From an optimization exercise on the open Yosys and OpenROAD flow, aimed at small area; shortcuts taken in it are not production practice. At most, simulation tests tie the RTL to the original design; equivalence was not proved. The RTL of run 1 was laid out without a check of its function. No activity file was given, so power comes from the tool's default toggle rates.

## design/flow/flow/run.sh

```bash
#!/bin/bash
# Layout flow: the standard layout (standard.sh) with two changes:
# - the port buffers that global placement puts on every input and output
#   port are made from the smallest buffer cell (the resizer still upsizes
#   any that needs more drive);
# - clock tree synthesis adds no dummy loads (they only balance the leaf
#   buffers' loads and take area).
# Every tool's output goes to standard.log here, and ORFS's own logs.
export BUFFER_PORTS_ARGS="-buffer_cell sky130_fd_sc_hd__buf_1"
export CTS_ARGS="-sink_clustering_enable -repair_clock_nets -buf_list sky130_fd_sc_hd__clkbuf_8 -dont_use_dummy_load"
bash standard.sh finish > standard.log 2>&1
```

## design/flow/standard.sh

```bash
#!/bin/bash
# synth_recipe.tcl (not shown) runs the flow's synth.tcl, then flattens the netlist and writes it again
# the make line also repeats each setting of config.mk as NAME=value (left out here)
make -C /OpenROAD-flow-scripts/flow DESIGN_CONFIG=/design/flow/config.mk WORK_HOME=/design/flow/orfs CLKGATE_MAP_FILE= SYNTH_SCRIPT=/design/flow/synth_recipe.tcl "${@:-finish}"
```

## design/flow/config.mk

```make
export PLATFORM = sky130hd
export DESIGN_NAME = calc
export DESIGN_NICKNAME = calc
export VERILOG_FILES = /design/flow/design.v
export SDC_FILE = /design/flow/constraint.sdc
export NUM_CORES = 4
export LEC_CHECK = 0
export CAP_MARGIN = 0
export CORE_MARGIN = 2
export CORE_UTILIZATION = 40
export CTS_BUF_LIST = sky130_fd_sc_hd__clkbuf_8
export GPL_TIMING_DRIVEN = 0
export SLEW_MARGIN = 0
export SYNTH_HIERARCHICAL = 1
```

## design/flow/constraint.sdc

```tcl
create_clock -name core_clock -period 8.0 [get_ports {clk}]
set_input_delay 1.6000 -clock core_clock [delete_from_list [all_inputs] [get_ports {clk}]]
set_output_delay 1.6000 -clock core_clock [all_outputs]
set_load 0.01 [all_outputs]
```

## design/flow/design.v

```verilog
`timescale 1ns / 1ps
module calc(clk, rst, validIn, dataIn, dataOut);
input clk, rst, validIn;
input  [15:0] dataIn;
output [15:0] dataOut;
reg [1:0] state;
reg [15:0] num1;
reg [15:0] dataOut;
wire inA = ~state[1] & ~state[0];
wire inB = state[0];
wire inC = state[1];
wire opAdd = dataOut[0];
wire isOp  = (dataIn[15:2] == 14'd0);
wire isInc  = isOp & dataIn[1] & dataIn[0];
wire selN   = (inB & ~(validIn & isInc)) | (inC & ~validIn);
wire selX   = inA | (inC & validIn & ~opAdd);
wire selOne = validIn & ((inC & opAdd) | (inB & isInc));
wire [15:0] mb;
assign mb[0] = (selN & num1[0]) | (selX & dataIn[0]) | selOne;
genvar gj;
generate for (gj = 1; gj < 16; gj = gj + 1) begin : g_mb
    ao22 u_mb (.a(selN), .b(num1[gj]), .c(selX), .d(dataIn[gj]), .y(mb[gj]));
end endgenerate
wire injHi = inC & opAdd;
wire injLo = inB | (inC & opAdd);
wire [15:0] prodN;
    wire pp_0_0;
    nd2 u_pp_0_0 (.a(num1[0]), .b(mb[0]), .y(pp_0_0));
    wire pp_1_0;
    nd2 u_pp_1_0 (.a(num1[1]), .b(mb[0]), .y(pp_1_0));
    wire pp_2_0;
    nd2 u_pp_2_0 (.a(num1[2]), .b(mb[0]), .y(pp_2_0));
    wire pp_3_0;
    nd2 u_pp_3_0 (.a(num1[3]), .b(mb[0]), .y(pp_3_0));
    wire pp_4_0;
    nd2 u_pp_4_0 (.a(num1[4]), .b(mb[0]), .y(pp_4_0));
    wire pp_5_0;
    nd2 u_pp_5_0 (.a(num1[5]), .b(mb[0]), .y(pp_5_0));
    wire pp_6_0;
    nd2 u_pp_6_0 (.a(num1[6]), .b(mb[0]), .y(pp_6_0));
    wire pp_7_0;
    nd2 u_pp_7_0 (.a(num1[7]), .b(mb[0]), .y(pp_7_0));
    wire pp_8_0;
    nd2 u_pp_8_0 (.a(num1[8]), .b(mb[0]), .y(pp_8_0));
    wire pp_9_0;
    nd2 u_pp_9_0 (.a(num1[9]), .b(mb[0]), .y(pp_9_0));
    wire pp_10_0;
    nd2 u_pp_10_0 (.a(num1[10]), .b(mb[0]), .y(pp_10_0));
    wire pp_11_0;
    nd2 u_pp_11_0 (.a(num1[11]), .b(mb[0]), .y(pp_11_0));
    wire pp_12_0;
    nd2 u_pp_12_0 (.a(num1[12]), .b(mb[0]), .y(pp_12_0));
    wire pp_13_0;
    nd2 u_pp_13_0 (.a(num1[13]), .b(mb[0]), .y(pp_13_0));
    wire pp_14_0;
    nd2 u_pp_14_0 (.a(num1[14]), .b(mb[0]), .y(pp_14_0));
    wire pp_15_0;
    nd2 u_pp_15_0 (.a(num1[15]), .b(mb[0]), .y(pp_15_0));
    wire pp_0_1;
    ao22n u_pp_0_1 (.a(num1[0]), .b(mb[1]), .c(dataIn[1]), .d(injHi), .y(pp_0_1));
    wire pp_1_1;
    ao22n u_pp_1_1 (.a(num1[1]), .b(mb[1]), .c(dataIn[2]), .d(injHi), .y(pp_1_1));
    wire pp_2_1;
    ao22n u_pp_2_1 (.a(num1[2]), .b(mb[1]), .c(dataIn[3]), .d(injHi), .y(pp_2_1));
    wire pp_3_1;
    ao22n u_pp_3_1 (.a(num1[3]), .b(mb[1]), .c(dataIn[4]), .d(injHi), .y(pp_3_1));
    wire pp_4_1;
    ao22n u_pp_4_1 (.a(num1[4]), .b(mb[1]), .c(dataIn[5]), .d(injHi), .y(pp_4_1));
    wire pp_5_1;
    ao22n u_pp_5_1 (.a(num1[5]), .b(mb[1]), .c(dataIn[6]), .d(injHi), .y(pp_5_1));
    wire pp_6_1;
    ao22n u_pp_6_1 (.a(num1[6]), .b(mb[1]), .c(dataIn[7]), .d(injHi), .y(pp_6_1));
    wire pp_7_1;
    ao22n u_pp_7_1 (.a(num1[7]), .b(mb[1]), .c(dataIn[8]), .d(injHi), .y(pp_7_1));
    wire pp_8_1;
    ao22n u_pp_8_1 (.a(num1[8]), .b(mb[1]), .c(dataIn[9]), .d(injHi), .y(pp_8_1));
    wire pp_9_1;
    ao22n u_pp_9_1 (.a(num1[9]), .b(mb[1]), .c(dataIn[10]), .d(injHi), .y(pp_9_1));
    wire pp_10_1;
    ao22n u_pp_10_1 (.a(num1[10]), .b(mb[1]), .c(dataIn[11]), .d(injHi), .y(pp_10_1));
    wire pp_11_1;
    ao22n u_pp_11_1 (.a(num1[11]), .b(mb[1]), .c(dataIn[12]), .d(injHi), .y(pp_11_1));
    wire pp_12_1;
    ao22n u_pp_12_1 (.a(num1[12]), .b(mb[1]), .c(dataIn[13]), .d(injHi), .y(pp_12_1));
    wire pp_13_1;
    ao22n u_pp_13_1 (.a(num1[13]), .b(mb[1]), .c(dataIn[14]), .d(injHi), .y(pp_13_1));
    wire pp_14_1;
    ao22n u_pp_14_1 (.a(num1[14]), .b(mb[1]), .c(dataIn[15]), .d(injHi), .y(pp_14_1));
    wire pp_0_2;
    nd2 u_pp_0_2 (.a(num1[0]), .b(mb[2]), .y(pp_0_2));
    wire pp_1_2;
    nd2 u_pp_1_2 (.a(num1[1]), .b(mb[2]), .y(pp_1_2));
    wire pp_2_2;
    nd2 u_pp_2_2 (.a(num1[2]), .b(mb[2]), .y(pp_2_2));
    wire pp_3_2;
    nd2 u_pp_3_2 (.a(num1[3]), .b(mb[2]), .y(pp_3_2));
    wire pp_4_2;
    nd2 u_pp_4_2 (.a(num1[4]), .b(mb[2]), .y(pp_4_2));
    wire pp_5_2;
    nd2 u_pp_5_2 (.a(num1[5]), .b(mb[2]), .y(pp_5_2));
    wire pp_6_2;
    nd2 u_pp_6_2 (.a(num1[6]), .b(mb[2]), .y(pp_6_2));
    wire pp_7_2;
    nd2 u_pp_7_2 (.a(num1[7]), .b(mb[2]), .y(pp_7_2));
    wire pp_8_2;
    nd2 u_pp_8_2 (.a(num1[8]), .b(mb[2]), .y(pp_8_2));
    wire pp_9_2;
    nd2 u_pp_9_2 (.a(num1[9]), .b(mb[2]), .y(pp_9_2));
    wire pp_10_2;
    nd2 u_pp_10_2 (.a(num1[10]), .b(mb[2]), .y(pp_10_2));
    wire pp_11_2;
    nd2 u_pp_11_2 (.a(num1[11]), .b(mb[2]), .y(pp_11_2));
    wire pp_12_2;
    nd2 u_pp_12_2 (.a(num1[12]), .b(mb[2]), .y(pp_12_2));
    wire pp_13_2;
    nd2 u_pp_13_2 (.a(num1[13]), .b(mb[2]), .y(pp_13_2));
    wire pp_0_3;
    nd2 u_pp_0_3 (.a(num1[0]), .b(mb[3]), .y(pp_0_3));
    wire pp_1_3;
    nd2 u_pp_1_3 (.a(num1[1]), .b(mb[3]), .y(pp_1_3));
    wire pp_2_3;
    nd2 u_pp_2_3 (.a(num1[2]), .b(mb[3]), .y(pp_2_3));
    wire pp_3_3;
    nd2 u_pp_3_3 (.a(num1[3]), .b(mb[3]), .y(pp_3_3));
    wire pp_4_3;
    nd2 u_pp_4_3 (.a(num1[4]), .b(mb[3]), .y(pp_4_3));
    wire pp_5_3;
    nd2 u_pp_5_3 (.a(num1[5]), .b(mb[3]), .y(pp_5_3));
    wire pp_6_3;
    nd2 u_pp_6_3 (.a(num1[6]), .b(mb[3]), .y(pp_6_3));
    wire pp_7_3;
    nd2 u_pp_7_3 (.a(num1[7]), .b(mb[3]), .y(pp_7_3));
    wire pp_8_3;
    nd2 u_pp_8_3 (.a(num1[8]), .b(mb[3]), .y(pp_8_3));
    wire pp_9_3;
    nd2 u_pp_9_3 (.a(num1[9]), .b(mb[3]), .y(pp_9_3));
    wire pp_10_3;
    nd2 u_pp_10_3 (.a(num1[10]), .b(mb[3]), .y(pp_10_3));
    wire pp_11_3;
    nd2 u_pp_11_3 (.a(num1[11]), .b(mb[3]), .y(pp_11_3));
    wire pp_12_3;
    nd2 u_pp_12_3 (.a(num1[12]), .b(mb[3]), .y(pp_12_3));
    wire pp_0_4;
    nd2 u_pp_0_4 (.a(num1[0]), .b(mb[4]), .y(pp_0_4));
    wire pp_1_4;
    nd2 u_pp_1_4 (.a(num1[1]), .b(mb[4]), .y(pp_1_4));
    wire pp_2_4;
    nd2 u_pp_2_4 (.a(num1[2]), .b(mb[4]), .y(pp_2_4));
    wire pp_3_4;
    nd2 u_pp_3_4 (.a(num1[3]), .b(mb[4]), .y(pp_3_4));
    wire pp_4_4;
    nd2 u_pp_4_4 (.a(num1[4]), .b(mb[4]), .y(pp_4_4));
    wire pp_5_4;
    nd2 u_pp_5_4 (.a(num1[5]), .b(mb[4]), .y(pp_5_4));
    wire pp_6_4;
    nd2 u_pp_6_4 (.a(num1[6]), .b(mb[4]), .y(pp_6_4));
    wire pp_7_4;
    nd2 u_pp_7_4 (.a(num1[7]), .b(mb[4]), .y(pp_7_4));
    wire pp_8_4;
    nd2 u_pp_8_4 (.a(num1[8]), .b(mb[4]), .y(pp_8_4));
    wire pp_9_4;
    nd2 u_pp_9_4 (.a(num1[9]), .b(mb[4]), .y(pp_9_4));
    wire pp_10_4;
    nd2 u_pp_10_4 (.a(num1[10]), .b(mb[4]), .y(pp_10_4));
    wire pp_11_4;
    nd2 u_pp_11_4 (.a(num1[11]), .b(mb[4]), .y(pp_11_4));
    wire pp_0_5;
    nd2 u_pp_0_5 (.a(num1[0]), .b(mb[5]), .y(pp_0_5));
    wire pp_1_5;
    nd2 u_pp_1_5 (.a(num1[1]), .b(mb[5]), .y(pp_1_5));
    wire pp_2_5;
    nd2 u_pp_2_5 (.a(num1[2]), .b(mb[5]), .y(pp_2_5));
    wire pp_3_5;
    nd2 u_pp_3_5 (.a(num1[3]), .b(mb[5]), .y(pp_3_5));
    wire pp_4_5;
    nd2 u_pp_4_5 (.a(num1[4]), .b(mb[5]), .y(pp_4_5));
    wire pp_5_5;
    nd2 u_pp_5_5 (.a(num1[5]), .b(mb[5]), .y(pp_5_5));
    wire pp_6_5;
    nd2 u_pp_6_5 (.a(num1[6]), .b(mb[5]), .y(pp_6_5));
    wire pp_7_5;
    nd2 u_pp_7_5 (.a(num1[7]), .b(mb[5]), .y(pp_7_5));
    wire pp_8_5;
    nd2 u_pp_8_5 (.a(num1[8]), .b(mb[5]), .y(pp_8_5));
    wire pp_9_5;
    nd2 u_pp_9_5 (.a(num1[9]), .b(mb[5]), .y(pp_9_5));
    wire pp_10_5;
    nd2 u_pp_10_5 (.a(num1[10]), .b(mb[5]), .y(pp_10_5));
    wire pp_0_6;
    nd2 u_pp_0_6 (.a(num1[0]), .b(mb[6]), .y(pp_0_6));
    wire pp_1_6;
    nd2 u_pp_1_6 (.a(num1[1]), .b(mb[6]), .y(pp_1_6));
    wire pp_2_6;
    nd2 u_pp_2_6 (.a(num1[2]), .b(mb[6]), .y(pp_2_6));
    wire pp_3_6;
    nd2 u_pp_3_6 (.a(num1[3]), .b(mb[6]), .y(pp_3_6));
    wire pp_4_6;
    nd2 u_pp_4_6 (.a(num1[4]), .b(mb[6]), .y(pp_4_6));
    wire pp_5_6;
    nd2 u_pp_5_6 (.a(num1[5]), .b(mb[6]), .y(pp_5_6));
    wire pp_6_6;
    nd2 u_pp_6_6 (.a(num1[6]), .b(mb[6]), .y(pp_6_6));
    wire pp_7_6;
    nd2 u_pp_7_6 (.a(num1[7]), .b(mb[6]), .y(pp_7_6));
    wire pp_8_6;
    nd2 u_pp_8_6 (.a(num1[8]), .b(mb[6]), .y(pp_8_6));
    wire pp_9_6;
    nd2 u_pp_9_6 (.a(num1[9]), .b(mb[6]), .y(pp_9_6));
    wire pp_0_7;
    nd2 u_pp_0_7 (.a(num1[0]), .b(mb[7]), .y(pp_0_7));
    wire pp_1_7;
    nd2 u_pp_1_7 (.a(num1[1]), .b(mb[7]), .y(pp_1_7));
    wire pp_2_7;
    nd2 u_pp_2_7 (.a(num1[2]), .b(mb[7]), .y(pp_2_7));
    wire pp_3_7;
    nd2 u_pp_3_7 (.a(num1[3]), .b(mb[7]), .y(pp_3_7));
    wire pp_4_7;
    nd2 u_pp_4_7 (.a(num1[4]), .b(mb[7]), .y(pp_4_7));
    wire pp_5_7;
    nd2 u_pp_5_7 (.a(num1[5]), .b(mb[7]), .y(pp_5_7));
    wire pp_6_7;
    nd2 u_pp_6_7 (.a(num1[6]), .b(mb[7]), .y(pp_6_7));
    wire pp_7_7;
    nd2 u_pp_7_7 (.a(num1[7]), .b(mb[7]), .y(pp_7_7));
    wire pp_8_7;
    nd2 u_pp_8_7 (.a(num1[8]), .b(mb[7]), .y(pp_8_7));
    wire pp_0_8;
    nd2 u_pp_0_8 (.a(num1[0]), .b(mb[8]), .y(pp_0_8));
    wire pp_1_8;
    nd2 u_pp_1_8 (.a(num1[1]), .b(mb[8]), .y(pp_1_8));
    wire pp_2_8;
    nd2 u_pp_2_8 (.a(num1[2]), .b(mb[8]), .y(pp_2_8));
    wire pp_3_8;
    nd2 u_pp_3_8 (.a(num1[3]), .b(mb[8]), .y(pp_3_8));
    wire pp_4_8;
    nd2 u_pp_4_8 (.a(num1[4]), .b(mb[8]), .y(pp_4_8));
    wire pp_5_8;
    nd2 u_pp_5_8 (.a(num1[5]), .b(mb[8]), .y(pp_5_8));
    wire pp_6_8;
    nd2 u_pp_6_8 (.a(num1[6]), .b(mb[8]), .y(pp_6_8));
    wire pp_7_8;
    nd2 u_pp_7_8 (.a(num1[7]), .b(mb[8]), .y(pp_7_8));
    wire pp_0_9;
    nd2 u_pp_0_9 (.a(num1[0]), .b(mb[9]), .y(pp_0_9));
    wire pp_1_9;
    nd2 u_pp_1_9 (.a(num1[1]), .b(mb[9]), .y(pp_1_9));
    wire pp_2_9;
    nd2 u_pp_2_9 (.a(num1[2]), .b(mb[9]), .y(pp_2_9));
    wire pp_3_9;
    nd2 u_pp_3_9 (.a(num1[3]), .b(mb[9]), .y(pp_3_9));
    wire pp_4_9;
    nd2 u_pp_4_9 (.a(num1[4]), .b(mb[9]), .y(pp_4_9));
    wire pp_5_9;
    nd2 u_pp_5_9 (.a(num1[5]), .b(mb[9]), .y(pp_5_9));
    wire pp_6_9;
    nd2 u_pp_6_9 (.a(num1[6]), .b(mb[9]), .y(pp_6_9));
    wire pp_0_10;
    nd2 u_pp_0_10 (.a(num1[0]), .b(mb[10]), .y(pp_0_10));
    wire pp_1_10;
    nd2 u_pp_1_10 (.a(num1[1]), .b(mb[10]), .y(pp_1_10));
    wire pp_2_10;
    nd2 u_pp_2_10 (.a(num1[2]), .b(mb[10]), .y(pp_2_10));
    wire pp_3_10;
    nd2 u_pp_3_10 (.a(num1[3]), .b(mb[10]), .y(pp_3_10));
    wire pp_4_10;
    nd2 u_pp_4_10 (.a(num1[4]), .b(mb[10]), .y(pp_4_10));
    wire pp_5_10;
    nd2 u_pp_5_10 (.a(num1[5]), .b(mb[10]), .y(pp_5_10));
    wire pp_0_11;
    nd2 u_pp_0_11 (.a(num1[0]), .b(mb[11]), .y(pp_0_11));
    wire pp_1_11;
    nd2 u_pp_1_11 (.a(num1[1]), .b(mb[11]), .y(pp_1_11));
    wire pp_2_11;
    nd2 u_pp_2_11 (.a(num1[2]), .b(mb[11]), .y(pp_2_11));
    wire pp_3_11;
    nd2 u_pp_3_11 (.a(num1[3]), .b(mb[11]), .y(pp_3_11));
    wire pp_4_11;
    nd2 u_pp_4_11 (.a(num1[4]), .b(mb[11]), .y(pp_4_11));
    wire pp_0_12;
    nd2 u_pp_0_12 (.a(num1[0]), .b(mb[12]), .y(pp_0_12));
    wire pp_1_12;
    nd2 u_pp_1_12 (.a(num1[1]), .b(mb[12]), .y(pp_1_12));
    wire pp_2_12;
    nd2 u_pp_2_12 (.a(num1[2]), .b(mb[12]), .y(pp_2_12));
    wire pp_3_12;
    nd2 u_pp_3_12 (.a(num1[3]), .b(mb[12]), .y(pp_3_12));
    wire pp_0_13;
    nd2 u_pp_0_13 (.a(num1[0]), .b(mb[13]), .y(pp_0_13));
    wire pp_1_13;
    nd2 u_pp_1_13 (.a(num1[1]), .b(mb[13]), .y(pp_1_13));
    wire pp_2_13;
    nd2 u_pp_2_13 (.a(num1[2]), .b(mb[13]), .y(pp_2_13));
    wire pp_0_14;
    nd2 u_pp_0_14 (.a(num1[0]), .b(mb[14]), .y(pp_0_14));
    wire pp_1_14;
    nd2 u_pp_1_14 (.a(num1[1]), .b(mb[14]), .y(pp_1_14));
    wire pp_0_15;
    nd2 u_pp_0_15 (.a(num1[0]), .b(mb[15]), .y(pp_0_15));
    wire pp_inj0 = ~(dataIn[0] & injLo);
    wire s1;
    xn2 u_s1 (.a(pp_2_0), .b(pp_1_1), .y(s1));
    wire c2 = pp_2_0 | pp_1_1;
    wire s3, c4;
    fa u_s3 (.a(pp_3_0), .b(pp_2_1), .c(pp_1_2), .s(s3), .co(c4));
    wire s5;
    xn2 u_s5 (.a(pp_0_3), .b(c2), .y(s5));
    wire c6 = pp_0_3 | c2;
    wire s7, c8;
    fa u_s7 (.a(pp_4_0), .b(pp_3_1), .c(pp_2_2), .s(s7), .co(c8));
    wire s9, c10;
    fa u_s9 (.a(pp_1_3), .b(pp_0_4), .c(c6), .s(s9), .co(c10));
    wire s11;
    xn2 u_s11 (.a(c4), .b(s7), .y(s11));
    wire c12 = c4 | s7;
    wire s13, c14;
    fa u_s13 (.a(pp_5_0), .b(pp_4_1), .c(pp_3_2), .s(s13), .co(c14));
    wire s15, c16;
    fa u_s15 (.a(pp_2_3), .b(pp_1_4), .c(pp_0_5), .s(s15), .co(c16));
    wire s17, c18;
    fa u_s17 (.a(c8), .b(s13), .c(s15), .s(s17), .co(c18));
    wire s19;
    xn2 u_s19 (.a(c12), .b(c10), .y(s19));
    wire c20 = c12 | c10;
    wire s21, c22;
    fa u_s21 (.a(pp_6_0), .b(pp_5_1), .c(pp_4_2), .s(s21), .co(c22));
    wire s23, c24;
    fa u_s23 (.a(pp_3_3), .b(pp_2_4), .c(pp_1_5), .s(s23), .co(c24));
    wire s25, c26;
    fa u_s25 (.a(pp_0_6), .b(c14), .c(c16), .s(s25), .co(c26));
    wire s27, c28;
    fa u_s27 (.a(s21), .b(s23), .c(c18), .s(s27), .co(c28));
    wire s29;
    xn2 u_s29 (.a(s25), .b(c20), .y(s29));
    wire c30 = s25 | c20;
    wire s31, c32;
    fa u_s31 (.a(pp_7_0), .b(pp_6_1), .c(pp_5_2), .s(s31), .co(c32));
    wire s33, c34;
    fa u_s33 (.a(pp_4_3), .b(pp_3_4), .c(pp_2_5), .s(s33), .co(c34));
    wire s35, c36;
    fa u_s35 (.a(pp_1_6), .b(pp_0_7), .c(c22), .s(s35), .co(c36));
    wire s37, c38;
    fa u_s37 (.a(c24), .b(s31), .c(s33), .s(s37), .co(c38));
    wire s39, c40;
    fa u_s39 (.a(c26), .b(s35), .c(s37), .s(s39), .co(c40));
    wire s41;
    xn2 u_s41 (.a(c30), .b(c28), .y(s41));
    wire c42 = c30 | c28;
    wire s43, c44;
    fa u_s43 (.a(pp_8_0), .b(pp_7_1), .c(pp_6_2), .s(s43), .co(c44));
    wire s45, c46;
    fa u_s45 (.a(pp_5_3), .b(pp_4_4), .c(pp_3_5), .s(s45), .co(c46));
    wire s47, c48;
    fa u_s47 (.a(pp_2_6), .b(pp_1_7), .c(pp_0_8), .s(s47), .co(c48));
    wire s49, c50;
    fa u_s49 (.a(c32), .b(c34), .c(s43), .s(s49), .co(c50));
    wire s51, c52;
    fa u_s51 (.a(s45), .b(s47), .c(c36), .s(s51), .co(c52));
    wire s53, c54;
    fa u_s53 (.a(c38), .b(s49), .c(s51), .s(s53), .co(c54));
    wire s55;
    xn2 u_s55 (.a(c40), .b(c42), .y(s55));
    wire c56 = c40 | c42;
    wire s57, c58;
    fa u_s57 (.a(pp_9_0), .b(pp_8_1), .c(pp_7_2), .s(s57), .co(c58));
    wire s59, c60;
    fa u_s59 (.a(pp_6_3), .b(pp_5_4), .c(pp_4_5), .s(s59), .co(c60));
    wire s61, c62;
    fa u_s61 (.a(pp_3_6), .b(pp_2_7), .c(pp_1_8), .s(s61), .co(c62));
    wire s63, c64;
    fa u_s63 (.a(pp_0_9), .b(c44), .c(c46), .s(s63), .co(c64));
    wire s65, c66;
    fa u_s65 (.a(c48), .b(s57), .c(s59), .s(s65), .co(c66));
    wire s67, c68;
    fa u_s67 (.a(s61), .b(c50), .c(s63), .s(s67), .co(c68));
    wire s69, c70;
    fa u_s69 (.a(s65), .b(c52), .c(s67), .s(s69), .co(c70));
    wire s71;
    xn2 u_s71 (.a(c54), .b(c56), .y(s71));
    wire c72 = c54 | c56;
    wire s73, c74;
    fa u_s73 (.a(pp_10_0), .b(pp_9_1), .c(pp_8_2), .s(s73), .co(c74));
    wire s75, c76;
    fa u_s75 (.a(pp_7_3), .b(pp_6_4), .c(pp_5_5), .s(s75), .co(c76));
    wire s77, c78;
    fa u_s77 (.a(pp_4_6), .b(pp_3_7), .c(pp_2_8), .s(s77), .co(c78));
    wire s79, c80;
    fa u_s79 (.a(pp_1_9), .b(pp_0_10), .c(c58), .s(s79), .co(c80));
    wire s81, c82;
    fa u_s81 (.a(c60), .b(c62), .c(s73), .s(s81), .co(c82));
    wire s83, c84;
    fa u_s83 (.a(s75), .b(s77), .c(c64), .s(s83), .co(c84));
    wire s85, c86;
    fa u_s85 (.a(c66), .b(s79), .c(s81), .s(s85), .co(c86));
    wire s87, c88;
    fa u_s87 (.a(c68), .b(s83), .c(s85), .s(s87), .co(c88));
    wire s89;
    xn2 u_s89 (.a(c70), .b(c72), .y(s89));
    wire c90 = c70 | c72;
    wire s91, c92;
    fa u_s91 (.a(pp_11_0), .b(pp_10_1), .c(pp_9_2), .s(s91), .co(c92));
    wire s93, c94;
    fa u_s93 (.a(pp_8_3), .b(pp_7_4), .c(pp_6_5), .s(s93), .co(c94));
    wire s95, c96;
    fa u_s95 (.a(pp_5_6), .b(pp_4_7), .c(pp_3_8), .s(s95), .co(c96));
    wire s97, c98;
    fa u_s97 (.a(pp_2_9), .b(pp_1_10), .c(pp_0_11), .s(s97), .co(c98));
    wire s99, c100;
    fa u_s99 (.a(c74), .b(c76), .c(c78), .s(s99), .co(c100));
    wire s101, c102;
    fa u_s101 (.a(s91), .b(s93), .c(s95), .s(s101), .co(c102));
    wire s103, c104;
    fa u_s103 (.a(s97), .b(c80), .c(c82), .s(s103), .co(c104));
    wire s105, c106;
    fa u_s105 (.a(s99), .b(s101), .c(c84), .s(s105), .co(c106));
    wire s107, c108;
    fa u_s107 (.a(c86), .b(s103), .c(s105), .s(s107), .co(c108));
    wire s109;
    xn2 u_s109 (.a(c88), .b(c90), .y(s109));
    wire c110 = c88 | c90;
    wire s111, c112;
    fa u_s111 (.a(pp_12_0), .b(pp_11_1), .c(pp_10_2), .s(s111), .co(c112));
    wire s113, c114;
    fa u_s113 (.a(pp_9_3), .b(pp_8_4), .c(pp_7_5), .s(s113), .co(c114));
    wire s115, c116;
    fa u_s115 (.a(pp_6_6), .b(pp_5_7), .c(pp_4_8), .s(s115), .co(c116));
    wire s117, c118;
    fa u_s117 (.a(pp_3_9), .b(pp_2_10), .c(pp_1_11), .s(s117), .co(c118));
    wire s119, c120;
    fa u_s119 (.a(pp_0_12), .b(c92), .c(c94), .s(s119), .co(c120));
    wire s121, c122;
    fa u_s121 (.a(c96), .b(c98), .c(s111), .s(s121), .co(c122));
    wire s123, c124;
    fa u_s123 (.a(s113), .b(s115), .c(s117), .s(s123), .co(c124));
    wire s125, c126;
    fa u_s125 (.a(c100), .b(c102), .c(s119), .s(s125), .co(c126));
    wire s127, c128;
    fa u_s127 (.a(s121), .b(s123), .c(c104), .s(s127), .co(c128));
    wire s129, c130;
    fa u_s129 (.a(s125), .b(c106), .c(s127), .s(s129), .co(c130));
    wire s131;
    xn2 u_s131 (.a(c108), .b(s129), .y(s131));
    wire c132 = c108 | s129;
    wire s133, c134;
    fa u_s133 (.a(pp_13_0), .b(pp_12_1), .c(pp_11_2), .s(s133), .co(c134));
    wire s135, c136;
    fa u_s135 (.a(pp_10_3), .b(pp_9_4), .c(pp_8_5), .s(s135), .co(c136));
    wire s137, c138;
    fa u_s137 (.a(pp_7_6), .b(pp_6_7), .c(pp_5_8), .s(s137), .co(c138));
    wire s139, c140;
    fa u_s139 (.a(pp_4_9), .b(pp_3_10), .c(pp_2_11), .s(s139), .co(c140));
    wire s141, c142;
    fa u_s141 (.a(pp_1_12), .b(pp_0_13), .c(c112), .s(s141), .co(c142));
    wire s143, c144;
    fa u_s143 (.a(c114), .b(c116), .c(c118), .s(s143), .co(c144));
    wire s145, c146;
    fa u_s145 (.a(s133), .b(s135), .c(s137), .s(s145), .co(c146));
    wire s147, c148;
    fa u_s147 (.a(s139), .b(c120), .c(c122), .s(s147), .co(c148));
    wire s149, c150;
    fa u_s149 (.a(c124), .b(s141), .c(s143), .s(s149), .co(c150));
    wire s151, c152;
    fa u_s151 (.a(s145), .b(c126), .c(s147), .s(s151), .co(c152));
    wire s153, c154;
    fa u_s153 (.a(s149), .b(c128), .c(s151), .s(s153), .co(c154));
    wire s155;
    xn2 u_s155 (.a(c130), .b(s153), .y(s155));
    wire c156 = c130 | s153;
    wire s157, c158;
    fa u_s157 (.a(pp_14_0), .b(pp_13_1), .c(pp_12_2), .s(s157), .co(c158));
    wire s159, c160;
    fa u_s159 (.a(pp_11_3), .b(pp_10_4), .c(pp_9_5), .s(s159), .co(c160));
    wire s161, c162;
    fa u_s161 (.a(pp_8_6), .b(pp_7_7), .c(pp_6_8), .s(s161), .co(c162));
    wire s163, c164;
    fa u_s163 (.a(pp_5_9), .b(pp_4_10), .c(pp_3_11), .s(s163), .co(c164));
    wire s165, c166;
    fa u_s165 (.a(pp_2_12), .b(pp_1_13), .c(pp_0_14), .s(s165), .co(c166));
    wire s167, c168;
    fa u_s167 (.a(c134), .b(c136), .c(c138), .s(s167), .co(c168));
    wire s169, c170;
    fa u_s169 (.a(c140), .b(s157), .c(s159), .s(s169), .co(c170));
    wire s171, c172;
    fa u_s171 (.a(s161), .b(s163), .c(s165), .s(s171), .co(c172));
    wire s173, c174;
    fa u_s173 (.a(c142), .b(c144), .c(c146), .s(s173), .co(c174));
    wire s175, c176;
    fa u_s175 (.a(s167), .b(s169), .c(s171), .s(s175), .co(c176));
    wire s177, c178;
    fa u_s177 (.a(c148), .b(c150), .c(s173), .s(s177), .co(c178));
    wire s179, c180;
    fa u_s179 (.a(s175), .b(c152), .c(s177), .s(s179), .co(c180));
    wire s181;
    xn2 u_s181 (.a(c154), .b(s179), .y(s181));
    wire c182 = c154 | s179;
    wire t183;
    xn2 u_t183 (.a(pp_15_0), .b(pp_14_1), .y(t183));
    wire s184;
    xn2 u_s184 (.a(t183), .b(pp_13_2), .y(s184));
    wire t185;
    xn2 u_t185 (.a(pp_12_3), .b(pp_11_4), .y(t185));
    wire s186;
    xn2 u_s186 (.a(t185), .b(pp_10_5), .y(s186));
    wire t187;
    xn2 u_t187 (.a(pp_9_6), .b(pp_8_7), .y(t187));
    wire s188;
    xn2 u_s188 (.a(t187), .b(pp_7_8), .y(s188));
    wire t189;
    xn2 u_t189 (.a(pp_6_9), .b(pp_5_10), .y(t189));
    wire s190;
    xn2 u_s190 (.a(t189), .b(pp_4_11), .y(s190));
    wire t191;
    xn2 u_t191 (.a(pp_3_12), .b(pp_2_13), .y(t191));
    wire s192;
    xn2 u_s192 (.a(t191), .b(pp_1_14), .y(s192));
    wire t193;
    xn2 u_t193 (.a(pp_0_15), .b(s184), .y(t193));
    wire s194;
    xn2 u_s194 (.a(t193), .b(s186), .y(s194));
    wire t195;
    xn2 u_t195 (.a(s188), .b(s190), .y(t195));
    wire s196;
    xn2 u_s196 (.a(t195), .b(s192), .y(s196));
    wire t197;
    xn2 u_t197 (.a(c158), .b(c160), .y(t197));
    wire s198;
    xn2 u_s198 (.a(t197), .b(c162), .y(s198));
    wire t199;
    xn2 u_t199 (.a(c164), .b(c166), .y(t199));
    wire s200;
    xn2 u_s200 (.a(t199), .b(s194), .y(s200));
    wire t201;
    xn2 u_t201 (.a(s196), .b(s198), .y(t201));
    wire s202;
    xn2 u_s202 (.a(t201), .b(c168), .y(s202));
    wire t203;
    xn2 u_t203 (.a(c170), .b(c172), .y(t203));
    wire s204;
    xn2 u_s204 (.a(t203), .b(s200), .y(s204));
    wire t205;
    xn2 u_t205 (.a(s202), .b(c174), .y(t205));
    wire s206;
    xn2 u_s206 (.a(t205), .b(s204), .y(s206));
    wire t207;
    xn2 u_t207 (.a(c176), .b(s206), .y(t207));
    wire s208;
    xn2 u_s208 (.a(t207), .b(c178), .y(s208));
    wire t209;
    xn2 u_t209 (.a(s208), .b(c180), .y(t209));
    wire s210;
    xn2 u_s210 (.a(t209), .b(c182), .y(s210));
    wire s211;
    xn2 u_s211 (.a(pp_0_0), .b(pp_inj0), .y(s211));
    wire c212 = pp_0_0 | pp_inj0;
    wire s213, c214;
    fa u_s213 (.a(pp_1_0), .b(pp_0_1), .c(c212), .s(s213), .co(c214));
    wire s215, c216;
    fa u_s215 (.a(pp_0_2), .b(s1), .c(c214), .s(s215), .co(c216));
    wire s217, c218;
    fa u_s217 (.a(s5), .b(s3), .c(c216), .s(s217), .co(c218));
    wire s219, c220;
    fa u_s219 (.a(s11), .b(s9), .c(c218), .s(s219), .co(c220));
    wire s221, c222;
    fa u_s221 (.a(s19), .b(s17), .c(c220), .s(s221), .co(c222));
    wire s223, c224;
    fa u_s223 (.a(s29), .b(s27), .c(c222), .s(s223), .co(c224));
    wire s225, c226;
    fa u_s225 (.a(s41), .b(s39), .c(c224), .s(s225), .co(c226));
    wire s227, c228;
    fa u_s227 (.a(s55), .b(s53), .c(c226), .s(s227), .co(c228));
    wire s229, c230;
    fa u_s229 (.a(s71), .b(s69), .c(c228), .s(s229), .co(c230));
    wire s231, c232;
    fa u_s231 (.a(s87), .b(s89), .c(c230), .s(s231), .co(c232));
    wire s233, c234;
    fa u_s233 (.a(s107), .b(s109), .c(c232), .s(s233), .co(c234));
    wire s235, c236;
    fa u_s235 (.a(c110), .b(s131), .c(c234), .s(s235), .co(c236));
    wire s237, c238;
    fa u_s237 (.a(c132), .b(s155), .c(c236), .s(s237), .co(c238));
    wire s239;
    xn2 u_s239 (.a(c156), .b(s181), .y(s239));
    wire c240 = c156 | s181;
    wire s241;
    xn2 u_s241 (.a(s210), .b(c240), .y(s241));
    wire s242 = c156 ^ s181;
    wire c243 = c156 & s181;
    wire s244;
    xn2 u_s244 (.a(s210), .b(c243), .y(s244));
    wire m245 = c238 ? s239 : s242;
    wire m246 = c238 ? s241 : s244;
    assign prodN = {m246, m245, s237, s235, s233, s231, s229, s227, s225, s223, s221, s219, s217, s215, s213, s211};
wire selRes = inC | (inB & isOp & dataIn[1]);
wire [1:0] stn = inB ? (isOp ? (dataIn[1] ? 2'b00 : 2'b10) : 2'b01) : (inC ? 2'b00 : 2'b01);
wire ld    = validIn & ~rst;
wire sResN = ~(ld & selRes);
wire sIn   = ld & ~selRes;
wire sOld  = ~validIn & ~rst;
wire [15:0] dNext;
genvar gi;
generate for (gi = 0; gi < 16; gi = gi + 1) begin : g_out
    omux u_omux (.pn(prodN[gi]), .x(dataIn[gi]), .q(dataOut[gi]),
                 .s1n(sResN), .s2(sIn), .s3(sOld), .d(dNext[gi]));
end endgenerate
always @(posedge clk) begin
    num1 <= mb;
    if (rst)
        state <= 2'b00;
    else if (validIn)
        state <= stn;
    dataOut <= dNext;
end
endmodule
module fa(input a, input b, input c, output s, output co);
assign s = a ^ b ^ c;
assign co = (a & b) | (a & c) | (b & c);
endmodule
module xn2(input a, input b, output y);
assign y = ~(a ^ b);
endmodule
module omux(input pn, input x, input q, input s1n, input s2, input s3, output d);
assign d = ~((s1n | pn) & ~((x & s2) | (q & s3)));
endmodule
module nd2(input a, input b, output y);
assign y = ~(a & b);
endmodule
module ao22n(input a, input b, input c, input d, output y);
assign y = ~((a & b) | (c & d));
endmodule
module ao22(input a, input b, input c, input d, output y);
assign y = (a & b) | (c & d);
endmodule
```

==> run notes, run 1 <==
number of synthesized flops with an enable pin 0; Final WS setup 0.182 ns; CP Cell Sequence buf_4 -> nor4_4 -> and4_1 -> clkbuf_8 -> nand3_2 -> a21o_4 -> a22o_4 -> a22oi_2 -> xnor2_2 -> fa_2 -> fa_2 -> fa_2 -> fa_2 -> fa_2 -> fa_2 -> fa_2 -> fa_2 -> fa_2 -> fa_2 -> fa_2 -> fa_2 -> mux2_4 -> o21ai_1; row cnt 37; TritonCTS buffer count 5; Initial Utilization 41.1%; VDD IR max 0.521 mV; max incr delay on CP 0.38 ns; DR vias/cell between 5 and 6; # port buffers 33; Syn Area/Cell 10.3 um2; ANT cells 0; Clock Latency Late Sink 0.29 ns; clock group share of total power 4.9%; Tot GR Track Use 21.0%; vias in the first global route 3,470; Hold Fails Final Rpt 0; Synth cell types 35; DR vias between 3,000 and 4,000; share of layout cells above drive strength 1 17.9%; Tcrit/Tclk final 97.7%; top-count cell post-synth nand2_1; post-synthesis xor/xnor area fraction between 9 and 10%; post-synthesis mux area share less than 1%; Clock Path Buffers 2; area post-placement 0.00459 mm2; post-synthesis simple-gate area fraction 15.8%; DRT antenna net count 0; Final Setup Violations 0; sequential element share of the synthesized area 16.1%; Post-Synth Adder-Cell Area between 40% and 50%; Compound-Gate Fraction of Synth Area 13.9%; Worst Tran Pin Value 1.25 ns; full die area 0.0114 mm2; Placer Congestion approximately 0.85; critical path class input port to flip-flop; wire length per cell 18.7 um; ranking of synthesized cells by area fa_1, dfxtp_1, nand2_1; Synth Flop Type dfxtp_1; max cap viols 0; Post-Syn Instances 410; Worst Skew 0.0166 ns; Data arrival, critical path 8.04 ns; area delta synth->final 15.2%; core region area 0.0103 mm2; Worst Path Required 8.22 ns; Nets 573; CP max-delay cell fa_2; Reg clk slew, reported paths 0.08 ns; DP HPWL approximately 8400 um; Worst Hold Class flip-flop to flip-flop; Achievable Freq approximately 130 MHz; CP Capture Type flip-flop; hold buffers post-CTS 0; setup_tns 0 ns; CTS Root Cell clkbuf_8; static leakage about 0.0016 uW; sw frac 45.0%; Synth Cell Area 0.00424 mm2; Sequential Power Share 9.3%; RR Startpoint state[1]; CP max FO 6; remaining global-route overflow 0; die width about 110 um; post-synthesis async set-or-reset flop share 0%; CTS tree built; DRC 0; total power about 2400 uW; pin count of the biggest net entering global routing 18; Seq cells post-synth 34; PD cells 493 mW/mm2; Slew HR roughly 16%; Int Pwr 1320 uW; top cell type's share of synthesized area 43.0%; cell taking the most area after synthesis fa_1; setup slack at placement -0.823 ns; Synth Net Count between 500 and 600; first-pass GRT wire length 18,300 um; initial antenna violation count 0; Yosys warnings 7; main combinational cell family by area after synthesis adder cells; min-delay src dataOut[2]; First-pass DRT Iterations 4; 1st-iter DRT viols roughly 240; Tmin final 7.82 ns; CTS H-tree lvls 2; Slew Limit Fails 0; routed wire length 11,100 um; Sinks on Clock Net 34; Die Ht between 100 and 150 um; crit path from dataIn[10]; CP Launch Type input port; I/O Pins 35; Combinational Power Share between 80% and 90%; cell area after layout 0.00488 mm2; Psw 1080 uW; status timing/DRC/antenna clean; CP dominant cell by count fa_2; commonest cells in the netlist nand2_1, fa_1, xnor2_1, dfxtp_1
==> flip-flops by register name, indices dropped and copies added (netlist names) <==
register / cells
dataOut: 16
num1: 16
state: 2
==> per-module statistics from Yosys (local to each module, per instance) <==
module / area, um2 / flops+latches
ao22: 8.76 / 0
omux: 12.5 / 0
xn2: 8.76 / 0
fa: 20.0 / 0
ao22n: 12.5 / 0
nd2: 3.75 / 0
calc: 1050 / 34
==> metrics by stage <==
step	hold WS, ns	util, %	cells
final	0.499	47.3	595
after CTS	0.507	46.2	592
after global placement	0.480	44.3	579
after detailed placement	0.491	44.5	580
after global routing	0.531	47.3	595
after floorplan	0.473	-	410
==> logic make-up after synthesis <==
| kind of cell | after synthesis |
|---|---|
| AND/OR/NAND/NOR | 155 |
| adder cells (fa/ha/maj) | 93 |
| AO/OA/AOI/OAI | 72 |
| XOR/XNOR | 45 |
| flip-flops | 34 |
| buffers and inverters | 9 |
| multiplexers | 2 |
==> final timing paths <==
check | to | slack [ns] | cells after the start
max | dataOut[14] | 0.18 | 23
min | dataOut[2] | 0.50 | 2
max reg2reg | dataOut[14] | 0.64 | 21
min reg2reg | dataOut[2] | 0.50 | 2
==> power groups by stage <==
| stage | clock (uW) | combinational [uW] | sequential, uW |
|---|---|---|---|
| after floorplan | 0 | 1610 | 214 |
| after CTS | 121 | 2100 | 223 |
| after global placement | 0 | 2000 | 227 |
| final | 117 | 2070 | 224 |
| after detailed placement | 0 | 2070 | 227 |
| after global routing | 128 | 2340 | 228 |
==> routing by layer <==
layer / GRT usage, % / share of wire (%) / wire [um]
met1: 29.1 / 41 / 4590
met2: 34.8 / 51 / 5630
met3: 3.22 / 6.3 / 700
met4: 5.19 / 1.9 / 212
met5: 0 / 0 / 0
==> area by class of cell <==
cell class	count	area [um2]
multi-input combinational	367	3670
timing repair buffer	44	249
sequential	34	681
buffer	4	28.8
tap	136	170
clock buffer	5	68.8
fill	980	5440
inverter	5	18.8
==> critical path, delay by kind of cell <==
kind,cells,cell delay (ns)
mux,1,0.30
buf+inv,2,0.28
fa+ha+maj,12,4.27
xor+xnor,1,0.12
compound gates,4,0.92
simple gates,3,0.55
==> repair_timing <==
item,CTS,global route
resized for setup,13,34
pin swaps,5,5
endpoints found under the setup margin,4,3
setup buffers,7,3
endpoints found under the hold margin,0,0
==> layout by cell type, fill, tap and decap left out, types with 2 or more instances in the layout <==
cell type / Yosys / layout
clkbuf_1: 3 / 2
fa_2: 0 / 13
or3_1: 2 / 2
nand2_1: 124 / 123
inv_1: 5 / 5
buf_4: 1 / 10
o21ai_1: 16 / 16
nor2_1: 6 / 6
a21oi_1: 2 / 2
dfxtp_1: 34 / 34
buf_6: 0 / 6
clkbuf_8: 0 / 6
and2_1: 2 / 2
or2_2: 8 / 7
clkbuf_2: 0 / 2
nor4_4: 0 / 2
buf_2: 0 / 2
ha_1: 2 / 2
or3_4: 2 / 2
nand4b_1: 2 / 2
buf_1: 0 / 25
a22oi_2: 15 / 15
xnor2_1: 45 / 43
a22o_2: 0 / 2
fa_1: 91 / 78
a22oi_1: 16 / 16
xnor2_2: 0 / 2
a22o_1: 15 / 12
==> inputs of run 2 (changes only) <==
--- a/design/flow/design.v
+++ b/design/flow/design.v
@@ -576,18 +576,21 @@
     wire s235, c236;
     fa u_s235 (.a(c110), .b(s131), .c(c234), .s(s235), .co(c236));
-    wire s237, c238;
-    fa u_s237 (.a(c132), .b(s155), .c(c236), .s(s237), .co(c238));
-    wire s239;
-    xn2 u_s239 (.a(c156), .b(s181), .y(s239));
-    wire c240 = c156 | s181;
+    wire s237;
+    xn2 u_s237 (.a(c132), .b(s155), .y(s237));
+    wire c238 = c132 | s155;
+    wire s239, c240;
+    fa u_s239 (.a(c156), .b(s181), .c(c238), .s(s239), .co(c240));
     wire s241;
     xn2 u_s241 (.a(s210), .b(c240), .y(s241));
-    wire s242 = c156 ^ s181;
-    wire c243 = c156 & s181;
-    wire s244;
-    xn2 u_s244 (.a(s210), .b(c243), .y(s244));
-    wire m245 = c238 ? s239 : s242;
-    wire m246 = c238 ? s241 : s244;
-    assign prodN = {m246, m245, s237, s235, s233, s231, s229, s227, s225, s223, s221, s219, s217, s215, s213, s211};
+    wire s242 = c132 ^ s155;
+    wire c243 = c132 & s155;
+    wire s244, c245;
+    fa u_s244 (.a(c156), .b(s181), .c(c243), .s(s244), .co(c245));
+    wire s246;
+    xn2 u_s246 (.a(s210), .b(c245), .y(s246));
+    wire m247 = c236 ? s237 : s242;
+    wire m248 = c236 ? s239 : s244;
+    wire m249 = c236 ? s241 : s246;
+    assign prodN = {m249, m248, m247, s235, s233, s231, s229, s227, s225, s223, s221, s219, s217, s215, s213, s211};
 wire selRes = inC | (inB & isOp & dataIn[1]);
 wire [1:0] stn = inB ? (isOp ? (dataIn[1] ? 2'b00 : 2'b10) : 2'b01) : (inC ? 2'b00 : 2'b01);
--- a/design/flow/config.mk
+++ b/design/flow/config.mk
@@ -10,5 +10,4 @@
 export CORE_UTILIZATION = 40
 export CTS_BUF_LIST = sky130_fd_sc_hd__clkbuf_8
-export GPL_TIMING_DRIVEN = 0
 export SLEW_MARGIN = 0
 export SYNTH_HIERARCHICAL = 1
==> run notes, run 2 <==
status timing/DRC/antenna clean; met3 Usage GRT 3.03% (-0.20 points); Tot GR Track Use 21.7% (+0.68 points); Post-Syn Instances 412 (+0.49%); CP Cell Sequence buf_1 -> nor4_1 -> buf_4 -> and4_4 -> and2_1 -> a221o_2 -> nand2_1 -> or2_2 -> fa_1 -> fa_2 -> fa_1 -> fa_2 -> fa_2 -> fa_2 -> fa_1 -> fa_1 -> fa_1 -> fa_1 -> fa_2 -> fa_2 -> mux2_2 -> o21ai_1; Slew Limit Fails 0 (unchanged); commonest non-fill, non-tap cell in the layout nand2_1; Worst Hold Class flip-flop to flip-flop; max cap viols 0 (unchanged); non-filler cells, final 620 (+4.2%); DR vias 3,348 (+1.1%); Clock Latency Late Sink 0.30 ns (about the same); Synth Net Count 525 (+0.57%); First-pass DRT Iterations 4 (unchanged); wire length per cell 18.3 um (-1.9%); I/O Pins 35 (unchanged); initial antenna violation count 0 (unchanged); full die area 0.0115 mm2 (+0.71%); layer with the highest usage met2; Hold Fails Final Rpt 0 (unchanged); die width 107 um (+0.36%); Synth Cell Area 0.00427 mm2 (+0.74%); area post-placement 0.00484 mm2 (+5.5%); CTS H-tree lvls 2 (unchanged); Post-CTS Setup Inserts 0 (-7); post-synthesis async set-or-reset flop share 0% (unchanged); Syn Area/Cell 10.4 um2 (+0.25%); Worst Path Required 8.21 ns (about the same); number of synthesized flops with an enable pin 0 (unchanged); Achievable Freq 129 MHz (+0.81%); static leakage 0.00165 uW (+3.5%); PD cells 502 mW/mm2 (+1.9%); CP Capture Type flip-flop; TritonCTS buffer count 5 (unchanged); cell area after layout 0.00493 mm2 (+1.0%); area delta synth->final 15.5%; Sinks on Clock Net 34 (unchanged); sequential element share of the synthesized area 15.9% (-0.12 points); CP Launch Type input port; ranking of synthesized cells by area fa_1, dfxtp_1, nand2_1; Reg clk slew, reported paths 0.07 ns (about the same); core region area 0.0103 mm2 (unchanged); CTS tree built; routed wire length 11,400 um (+2.2%); Initial Utilization 41.4% (+0.30 points); DRC 0 (unchanged); commonest cells in the netlist nand2_1, fa_1, xnor2_1, dfxtp_1; Slew HR 18.4% (+2.3 points); DP HPWL 8860 um (+6.0%); CP max FO 4 (-2); CP max-delay cell fa_2; worst path buffer plus inverter count 2 (unchanged); VDD IR max 0.509 mV (-2.4%); max incr delay on CP 0.44 ns (+0.06 ns); Yosys warnings 7 (unchanged); most frequent cells in the layout nand2_1, fa_1, xnor2_1, buf_4; share of layout cells above drive strength 1 17.4% (-0.51 points); grt met2 use 35.3% (+0.50 points); top cell type's share of synthesized area 43.1% (+0.15 points); Worst Skew 0.0258 ns (+0.00922 ns); DR vias/cell 5.40 (-2.9%); Tcrit/Tclk final 96.9% (-0.79 points); cell taking the most area after synthesis fa_1; Nets 599 (+4.5%); largest registers dataOut (16), num1 (16), state (2); top-count cell post-synth nand2_1; 1st-iter DRT viols 201 (-16%); Placer Congestion 0.833 (-1.5%); met1 usage in global routing 29.2% (+0.14 points); Synth Flop Type dfxtp_1; Tmin final 7.76 ns (-0.0631 ns); total power 2480 uW (+2.9%); Final Setup Violations 0 (unchanged); remaining global-route overflow 0 (unchanged); delay-heaviest family, CP adder cells; row cnt 37 (unchanged); # port buffers 34 (+3.0%); DRT antenna net count 0 (unchanged); Worst Tran Pin Value 1.22 ns (-0.0343 ns); first-pass GRT wire length 18,900 um (+3.4%); Seq cells post-synth 34 (unchanged); Data arrival, critical path 7.96 ns (-0.08 ns); pin count of the biggest net entering global routing 17 (-1); critical path class input port to flip-flop; dpl cells 615 (+6.0%); Die Ht 107 um (+0.36%); Clock Path Buffers 2 (unchanged); vias in the first global route 3,680 (+6.1%); CTS Root Cell clkbuf_8; RSZ-0062 raised after global routing false; ANT cells 0 (unchanged); Synth cell types 35 (unchanged)
## run 2: final timing paths
| check | start | endpoint | cells past startpoint | slack (ns) |
|---|---|---|---|---|
| min | dataOut[5] | dataOut[5] | 2 | 0.50 |
| max | dataIn[10] | dataOut[15] | 22 | 0.24 |
| min reg2reg | dataOut[5] | dataOut[5] | 2 | 0.50 |
| max reg2reg | state[1] | dataOut[15] | 21 | 1.27 |
## run 2: power breakdown
| part | total (uW) | internal, uW | switching, uW |
|---|---|---|---|
| sequential | 215 | 185 | 30.0 |
| clock | 122 | 56.3 | 65.6 |
| combinational | 2140 | 1110 | 1030 |
| total | 2480 | 1350 | 1130 |
## run 2: per-module statistics from Yosys (local to each module, per instance)
module / copies in the design / cell area, um2 / flops+latches / cells inside
fa: 92 / 20.0 / 0 / 1
calc: 1 / 1060 / 34 / 92
xn2: 45 / 8.76 / 0 / 1
ao22: 15 / 8.76 / 0 / 1
nd2: 121 / 3.75 / 0 / 1
omux: 16 / 12.5 / 0 / 2
ao22n: 15 / 12.5 / 0 / 1
## run 2: what timing repair did
action / in CTS / in global routing
hold buffers: 0 / 0
gates resized for setup: 1 / 7
pin swaps: 1 / 2
endpoints found under the setup margin: 3 / 4
## run 2: metrics by stage
stage,setup TNS [ns],hold WS [ns],worst slack [ns],utilization (%)
after floorplan,0,0.473,0.0376,-
after global placement,-0.651,0.484,-0.192,46.9
after detailed placement,-1.09,0.492,-0.305,46.9
after CTS,0,0.507,0.0250,47.6
after global routing,0,0.544,0.00399,47.8
final,0,0.504,0.245,47.8
## run 2: metal layers
| layer | part of all wire [%] | vias to the layer above |
|---|---|---|
| li1 | - | 1532 |
| met1 | 44 | 1703 |
| met2 | 49 | 92 |
| met3 | 4.6 | 21 |
| met4 | 2.5 | 0 |
| met5 | 0 | - |
## run 2: cell families (layout without fill, tap and decap cells)
kind of cell | count (synthesis) | after routing | synth area share [%]
flops | 34 | 34 | 15.9
mux | 3 | 3 | 0.791
xor+xnor | 45 | 45 | 9.23
compound gates | 72 | 72 | 13.8
simple gates | 155 | 155 | 15.6
buf+inv | 9 | 81 | 0.879
fa+ha+maj | 94 | 94 | 43.7
## run 2: tightest hold or removal path: stages (launching register included)
cell and delay [ns]:
dfxtp_1 0.33, a22oi_1 0.08, o21ai_1 0.07
## run 2: final cells by class
class / instances / area (um2)
clock buffers: 5 / 68.8
fillers: 993 / 5390
inverters: 5 / 18.8
multi-input cells: 369 / 3590
flip-flops and latches: 34 / 681
well taps: 136 / 170
repair buffers: 71 / 405
==> inputs of run 3 (changes only) <==
--- a/design/flow/config.mk
+++ b/design/flow/config.mk
@@ -8,6 +8,7 @@
 export CAP_MARGIN = 0
 export CORE_MARGIN = 2
-export CORE_UTILIZATION = 40
+export CORE_UTILIZATION = 55
 export CTS_BUF_LIST = sky130_fd_sc_hd__clkbuf_8
+export GPL_TIMING_DRIVEN = 0
 export SLEW_MARGIN = 0
 export SYNTH_HIERARCHICAL = 1
==> run notes, run 3 <==
vias in the first global route 3,501 (-4.9%); 1st-iter DRT viols 132 (-34%); ANT cells 0 (unchanged); wire length per cell 19.6 um (+7.1%); Worst Hold Class flip-flop to flip-flop; DR vias 3,316 (-0.96%); CP max FO 12 (+8); CP Launch Type input port; row cnt 32 (-14%); Syn Area/Cell 10.4 um2 (unchanged); commonest cells in the netlist nand2_1, fa_1, xnor2_1, dfxtp_1; clock group share of total power 4.4% (-0.5 points); Synth Flop Type dfxtp_1; cell taking the most area after synthesis fa_1; Int Pwr 1380 uW (+2.3%); Tot GR Track Use 28.2% (+6.5 points); crit path from dataIn[13]; PD cells 551 mW/mm2 (+9.6%); Nets 572 (-4.5%); CTS Root Cell clkbuf_8; CP Cell Sequence buf_1 -> nor4_2 -> and4_1 -> clkbuf_4 -> nand3_1 -> a21o_4 -> buf_4 -> a22o_1 -> nand2_1 -> fa_1 -> fa_1 -> fa_1 -> fa_2 -> fa_2 -> fa_1 -> fa_1 -> fa_2 -> fa_2 -> fa_2 -> mux2_2 -> o21ai_1; Clock Latency Late Sink 0.28 ns (-0.02 ns); CTS tree built; Combinational Power Share 87.0% (+0.6 points); RR Startpoint state[1]; Final Setup Violations 0 (unchanged); delay-heaviest family, CP adder cells; Post-Syn Instances 412 (unchanged); Slew Limit Fails 0 (unchanged); Worst Path Required 8.21 ns (about the same); Worst Tran Pin Value 1.18 ns (-0.0367 ns); Worst Skew 0.0158 ns (-0.00997 ns); most frequent cells in the layout nand2_1, fa_1, xnor2_1, dfxtp_1, buf_1; hold buffers post-CTS 0 (unchanged); share of layout cells above drive strength 1 13.8% (-3.6 points); ranking of synthesized cells by area fa_1, dfxtp_1, nand2_1; core region area 0.00761 mm2 (-26%); CTS H-tree lvls 2 (unchanged); Data arrival, critical path 7.97 ns (about the same); post-synthesis async set-or-reset flop share 0% (unchanged); CP max-delay cell fa_1; sw frac 46.9% (+1.4 points); Reg clk slew, reported paths 0.07 ns (about the same); Synth Net Count 525 (unchanged); first-pass GRT wire length 18,200 um (-3.9%); VDD IR max 1.33 mV (+160%); Synth Cell Area 0.00427 mm2 (unchanged); Placer Congestion 0.885 (+6.3%); DRT antenna net count 0 (unchanged); DP HPWL 8210 um (-7.3%); RSZ-0062 raised after global routing false; CP Capture Type flip-flop; # port buffers 33 (-2.9%); filler instances 681 (-31%); Achievable Freq 129 MHz (about the same); initial antenna violation count 0 (unchanged); largest registers dataOut (16), num1 (16), state (2); Tcrit/Tclk final 97.0% (about the same); die width 92.1 um (-14%); max cap viols 0 (unchanged); routed wire length 11,000 um (-3.4%); Psw 1220 uW (+8.1%); cell area after layout 0.00472 mm2 (-4.3%); Yosys warnings 7 (unchanged); First-pass DRT Iterations 5 (+1); static leakage 0.00152 uW (-7.8%); commonest non-fill, non-tap cell in the layout nand2_1; DRC 0 (unchanged); critical path class input port to flip-flop; status timing/DRC/antenna clean; min-delay src dataOut[1]; area delta synth->final 10.5%; Seq cells post-synth 34 (unchanged); Synth cell types 35 (unchanged); max incr delay on CP 0.47 ns (+0.03 ns); top cell type's share of synthesized area 43.1% (unchanged); top-count cell post-synth nand2_1; Sequential Power Share 8.6% (about the same); sequential element share of the synthesized area 15.9% (unchanged); remaining global-route overflow 0 (unchanged); number of synthesized flops with an enable pin 0 (unchanged); setup_tns 0 ns (unchanged); I/O Pins 35 (unchanged); pin count of the biggest net entering global routing 18 (+1); Tmin final 7.76 ns (+0.00740 ns); area post-placement 0.00455 mm2 (-6.0%); TritonCTS buffer count 5 (unchanged); full die area 0.00849 mm2 (-26%); Slew HR 20.9% (+2.5 points); DR vias/cell 5.93 (+9.9%); Sinks on Clock Net 34 (unchanged); Die Ht 92.1 um (-14%); Clock Path Buffers 2 (unchanged); worst path buffer plus inverter count 3 (+1); Hold Fails Final Rpt 0 (unchanged); Initial Utilization 56.1% (+15 points)
==> run 3: cell count changes in the layout (fill, tap and decap cells not counted), sizes merged <==
cell,delta
clkbuf,+3
buf,-30
==> run 3: per-module statistics from Yosys, one instance, submodules excluded <==
module,cell area [um2],copies in the design
ao22,8.76,15
ao22n,12.5,15
calc,1060,1
fa,20.0,92
nd2,3.75,121
omux,12.5,16
xn2,8.76,45
==> run 3: through the flow <==
stage	total power [uW]	setup slack (ns)	cells	util [%]	hold slack, ns
after global placement	2400	-0.854	547	59.6	0.485
final	2600	0.237	559	62.1	0.511
after floorplan	1930	0.0376	412	-	0.473
after global routing	2900	0.00228	559	62.1	0.544
after CTS	2630	0.0312	559	61.9	0.512
after detailed placement	2470	-0.926	548	59.8	0.495
==> run 3: cell families after synthesis <==
logic type,after synthesis,share of synthesized area (%)
multiplexers,3,0.791
AND/OR/NAND/NOR,155,15.6
flip-flops,34,15.9
AO/OA/AOI/OAI,72,13.8
XOR/XNOR,45,9.23
buffers and inverters,9,0.879
adder cells (fa/ha/maj),94,43.7
==> run 3: worst reg2reg max path: stages, from the launching register on <==
cell	delay (ns)
dfxtp_1	0.48
and2_1	0.78
o21ai_0	0.34
nor2_1	0.16
a221o_2	0.18
nand2_1	0.09
or2_4	0.30
fa_1	0.39
fa_2	0.36
fa_2	0.35
fa_2	0.36
fa_2	0.36
fa_2	0.36
fa_2	0.35
fa_1	0.38
fa_1	0.39
fa_2	0.37
fa_2	0.35
fa_2	0.41
mux2_2	0.31
o21ai_1	0.12
==> run 3: timing repair <==
action,CTS,global route
setup endpoints to repair,5,4
setup buffers,6,0
pin swaps,6,2
resized for setup,13,5
==> run 3: power by group through the flow <==
stage / clock [uW] / combinational (uW) / sequential [uW]
6_report: 113 / 2260 / 224
5_1_grt: 124 / 2550 / 226
4_1_cts: 119 / 2290 / 222
3_5_place_dp: 0 / 2250 / 226
3_3_place_gp: 0 / 2170 / 226
2_1_floorplan: 0 / 1710 / 214
==> run 3: area by class of cell <==
| cell class | instances | area [um2] | area share (%) |
|---|---|---|---|
| multi-input combinational | 369 | 3620 | 76.7 |
| sequential | 34 | 681 | 14.4 |
| timing repair buffer | 40 | 181 | 3.84 |
| tap | 102 | 128 | 2.70 |
| clock buffer | 5 | 68.8 | 1.46 |
| buffer | 4 | 22.5 | 0.477 |
| inverter | 5 | 18.8 | 0.398 |
==> run 3: routing by layer <==
| metal | GRT usage (%) | wire length (um) | share of wire, % |
|---|---|---|---|
| met1 | 38.6 | 4620 | 42 |
| met2 | 47.2 | 5360 | 49 |
| met3 | 3.20 | 699 | 6.4 |
| met4 | 9.08 | 305 | 2.8 |
| met5 | 0 | 0 | 0 |
==> run 3: path summary, 6_finish.rpt <==
| path | endpoint | cells after the start | slack (ns) |
|---|---|---|---|
| setup reg to reg | dataOut[13] | 20 | 0.78 |
| setup / recovery | dataOut[13] | 21 | 0.24 |
| hold reg to reg | dataOut[1] | 2 | 0.51 |
| hold / removal | dataOut[1] | 2 | 0.51 |
==> inputs of run 4 (changes only) <==
--- a/design/flow/config.mk
+++ b/design/flow/config.mk
@@ -8,5 +8,5 @@
 export CAP_MARGIN = 0
 export CORE_MARGIN = 2
-export CORE_UTILIZATION = 55
+export CORE_UTILIZATION = 40
 export CTS_BUF_LIST = sky130_fd_sc_hd__clkbuf_8
 export GPL_TIMING_DRIVEN = 0
==> run notes, run 4 <==
setup_tns 0 ns (unchanged); Clock Path Buffers 2 (unchanged); Data arrival, critical path 7.94 ns (-0.03 ns); non-filler cells, final 591 (+5.7%); max incr delay on CP 0.40 ns (-0.07 ns); Hold Fails Final Rpt 0 (unchanged); Int Pwr 1370 uW (-0.86%); ANT cells 0 (unchanged); CTS Root Cell clkbuf_8; CP dominant cell by count fa_2; Tcrit/Tclk final 96.7% (-0.31 points); pin count of the biggest net entering global routing 18 (unchanged); hold buffers post-CTS 0 (unchanged); Syn Area/Cell 10.4 um2 (unchanged); # port buffers 33 (unchanged); vias in the first global route 3,500 (-0.029%); Clock Latency Late Sink 0.30 ns (+0.02 ns); sw frac 46.2% (-0.71 points); Combinational Power Share 86.6% (-0.4 points); row cnt 37 (+16%); ranking of synthesized cells by area fa_1, dfxtp_1, nand2_1; Slew HR 19.8% (-1.1 points); PD cells 536 mW/mm2 (-2.6%); post-synthesis async set-or-reset flop share 0% (unchanged); static leakage 0.00151 uW (-0.62%); Nets 570 (-0.35%); largest registers dataOut (16), num1 (16), state (2); die width 107 um (+17%); Final Setup Violations 0 (unchanged); remaining global-route overflow 0 (unchanged); Psw 1170 uW (-3.7%); dpl cells 582 (+6.2%); share of layout cells above drive strength 1 13.4% (-0.38 points); I/O Pins 35 (unchanged); CP max-delay cell fa_1; Reg clk slew, reported paths 0.06 ns (about the same); met3 Usage GRT 2.66% (-0.54 points); status timing/DRC/antenna clean; core region area 0.0103 mm2 (+36%); Yosys warnings 7 (unchanged); Worst Tran Pin Value 1.20 ns (+0.0169 ns); wire length per cell 19.0 um (-3.4%); Worst Path Required 8.20 ns (about the same); cell taking the most area after synthesis fa_1; Tmin final 7.74 ns (-0.0251 ns); commonest non-fill, non-tap cell in the layout nand2_1; Synth Net Count 525 (unchanged); Post-Syn Instances 412 (unchanged); Synth Cell Area 0.00427 mm2 (unchanged); DR vias 3,327 (+0.33%); layer with the highest usage met2; Initial Utilization 41.4% (-15 points); TritonCTS buffer count 5 (unchanged); CTS tree built; CTS H-tree lvls 2 (unchanged); full die area 0.0115 mm2 (+36%); area delta synth->final 11.1%; Die Ht 107 um (+17%); first-pass GRT wire length 18,400 um (+1.0%); routed wire length 11,200 um (+2.1%); Worst Skew 0.0252 ns (+0.00937 ns); DRT antenna net count 0 (unchanged); 1st-iter DRT viols 273 (+110%); max cap viols 0 (unchanged); critical path class input port to flip-flop; initial antenna violation count 0 (unchanged); Slew Limit Fails 0 (unchanged); DR vias/cell 5.63 (-5.1%); First-pass DRT Iterations 5 (unchanged); CP max FO 6 (-6); CP Launch Type input port; Sequential Power Share 8.8% (+0.2 points); commonest cells in the netlist nand2_1, fa_1, xnor2_1, dfxtp_1; number of synthesized flops with an enable pin 0 (unchanged); clock group share of total power 4.6% (+0.2 points); Seq cells post-synth 34 (unchanged); Synth cell types 35 (unchanged); Achievable Freq 129 MHz (+0.32%); top cell type's share of synthesized area 43.1% (unchanged); Tot GR Track Use 21.0% (-7.1 points); Placer Congestion 0.879 (-0.70%); Synth Flop Type dfxtp_1; hold slack 0.500 ns (-0.0111 ns); grt met2 use 35.8% (-11 points); VDD IR max 0.414 mV (-69%); Worst Hold Class flip-flop to flip-flop; DRC 0 (unchanged); top-count cell post-synth nand2_1; CP Cell Sequence buf_2 -> nor4_2 -> and4_1 -> clkbuf_2 -> and2_1 -> a221o_2 -> nand2_1 -> or2_2 -> fa_1 -> fa_1 -> fa_2 -> fa_2 -> fa_2 -> fa_2 -> fa_2 -> fa_2 -> fa_1 -> fa_2 -> fa_2 -> fa_2 -> mux2_2 -> o21ai_1; DP HPWL 8470 um (+3.1%); Sinks on Clock Net 34 (unchanged); most frequent cells in the layout nand2_1, fa_1, xnor2_1, dfxtp_1, buf_1; met1 usage in global routing 28.9% (-9.7 points); CP Capture Type flip-flop; RSZ-0062 raised after global routing false; sequential element share of the synthesized area 15.9% (unchanged)
## run 4: cell counts after synthesis
Identical to the previous run, type by type.
## run 4: final timing paths
check	depth (start not counted)	startpoint	endpoint	slack (ns)
max reg2reg	20	state[1]	dataOut[15]	0.76
max	22	dataIn[10]	dataOut[15]	0.26
min reg2reg	2	dataOut[7]	dataOut[7]	0.50
min	2	dataOut[7]	dataOut[7]	0.50
## run 4: layer usage
metal  part of all wire, %  routed length [um]  vias up
met2                    49                5550      130
met4                   1.3                 146        0
li1                      -                   -     1471
met3                   6.4                 722       11
met1                    43                4800     1715
met5                     0                   0        -
## run 4: cells by family after synthesis
logic type / after synthesis / synth area share (%)
DFF: 34 / 15.9
buffers and inverters: 9 / 0.879
adders and majority gates: 94 / 43.7
and+or+nand+nor: 155 / 15.6
AOI/OAI and AO/OA: 72 / 13.8
muxes: 3 / 0.791
xor gates and xnor gates: 45 / 9.23
## run 4: critical path: cells and delay by family
| kind | cells | cell delay, ns |
|---|---|---|
| adders and majority gates | 12 | 4.39 |
| and+or+nand+nor | 5 | 1.07 |
| buffers and inverters | 2 | 0.30 |
| muxes | 1 | 0.30 |
| AOI/OAI and AO/OA | 2 | 0.28 |
## run 4: modules after synthesis (local to each module, per instance)
module  times used  cell area (um2)  cells  flops+latches
calc             1             1060     92             34
fa              92             20.0      1              0
omux            16             12.5      2              0
ao22            15             8.76      1              0
nd2            121             3.75      1              0
xn2             45             8.76      1              0
ao22n           15             12.5      1              0
## run 4: area by class of cell
| cell class | count | area (um2) |
|---|---|---|
| fillers | 975 | 5580 |
| well taps | 136 | 170 |
| multi-input cells | 369 | 3620 |
| repair buffers | 38 | 168 |
| clock buffers | 5 | 68.8 |
| inverters | 5 | 18.8 |
| flip-flops and latches | 34 | 681 |
| plain buffers | 4 | 20.0 |
## run 4: what timing repair did
item	4_1_cts	5_1_grt
endpoints found under the setup margin	5	4
pin swaps	3	3
gates resized for setup	13	3
setup buffers	4	0
## run 4: stage by stage
stage | setup WS [ns] | power [uW] | util [%] | area [um2]
floorplan | 0.0376 | 1930 | - | 4280
global placement | -0.869 | 2380 | 44.3 | 4580
detailed placement | -0.917 | 2450 | 44.5 | 4590
CTS | 0.0397 | 2620 | 45.9 | 4740
global route | 0.0109 | 2880 | 45.9 | 4740
finish | 0.262 | 2540 | 45.9 | 4740
## run 4: power by group through the flow
| stage | Combinational [uW] | Clock, uW | Sequential (uW) |
|---|---|---|---|
| final | 2200 | 117 | 224 |
| after detailed placement | 2220 | 0 | 227 |
| after floorplan | 1710 | 0 | 214 |
| after global placement | 2160 | 0 | 227 |
| after global routing | 2530 | 127 | 227 |
| after CTS | 2270 | 122 | 223 |

## re-timing with driven ports
No port has a modelled driver above. Below, the same layouts with a new extraction and two added sets of constraints.
Step 1 assumes that a clkbuf_16 drives the clock port and a buf_2 every other input.
Step 2 times the ports against the registers' clock, not the clock port: input delays grow and output delays shrink by t, the midpoint of the rising clock arrivals with the driver on.
Three values: no drivers, after step 1, after step 2; two values: the first two.
run	t (ns)	setup WS [ns]
run 1	0.309	0.182 / 0.185 / -0.124
run 2	0.325	0.245 / 0.258 / -0.067
run 3	0.305	0.237 / 0.241 / -0.064
run 4	0.314	0.262 / 0.271 / -0.043
With both steps, setup timing fails in every run listed, where it was met with ideal ports.
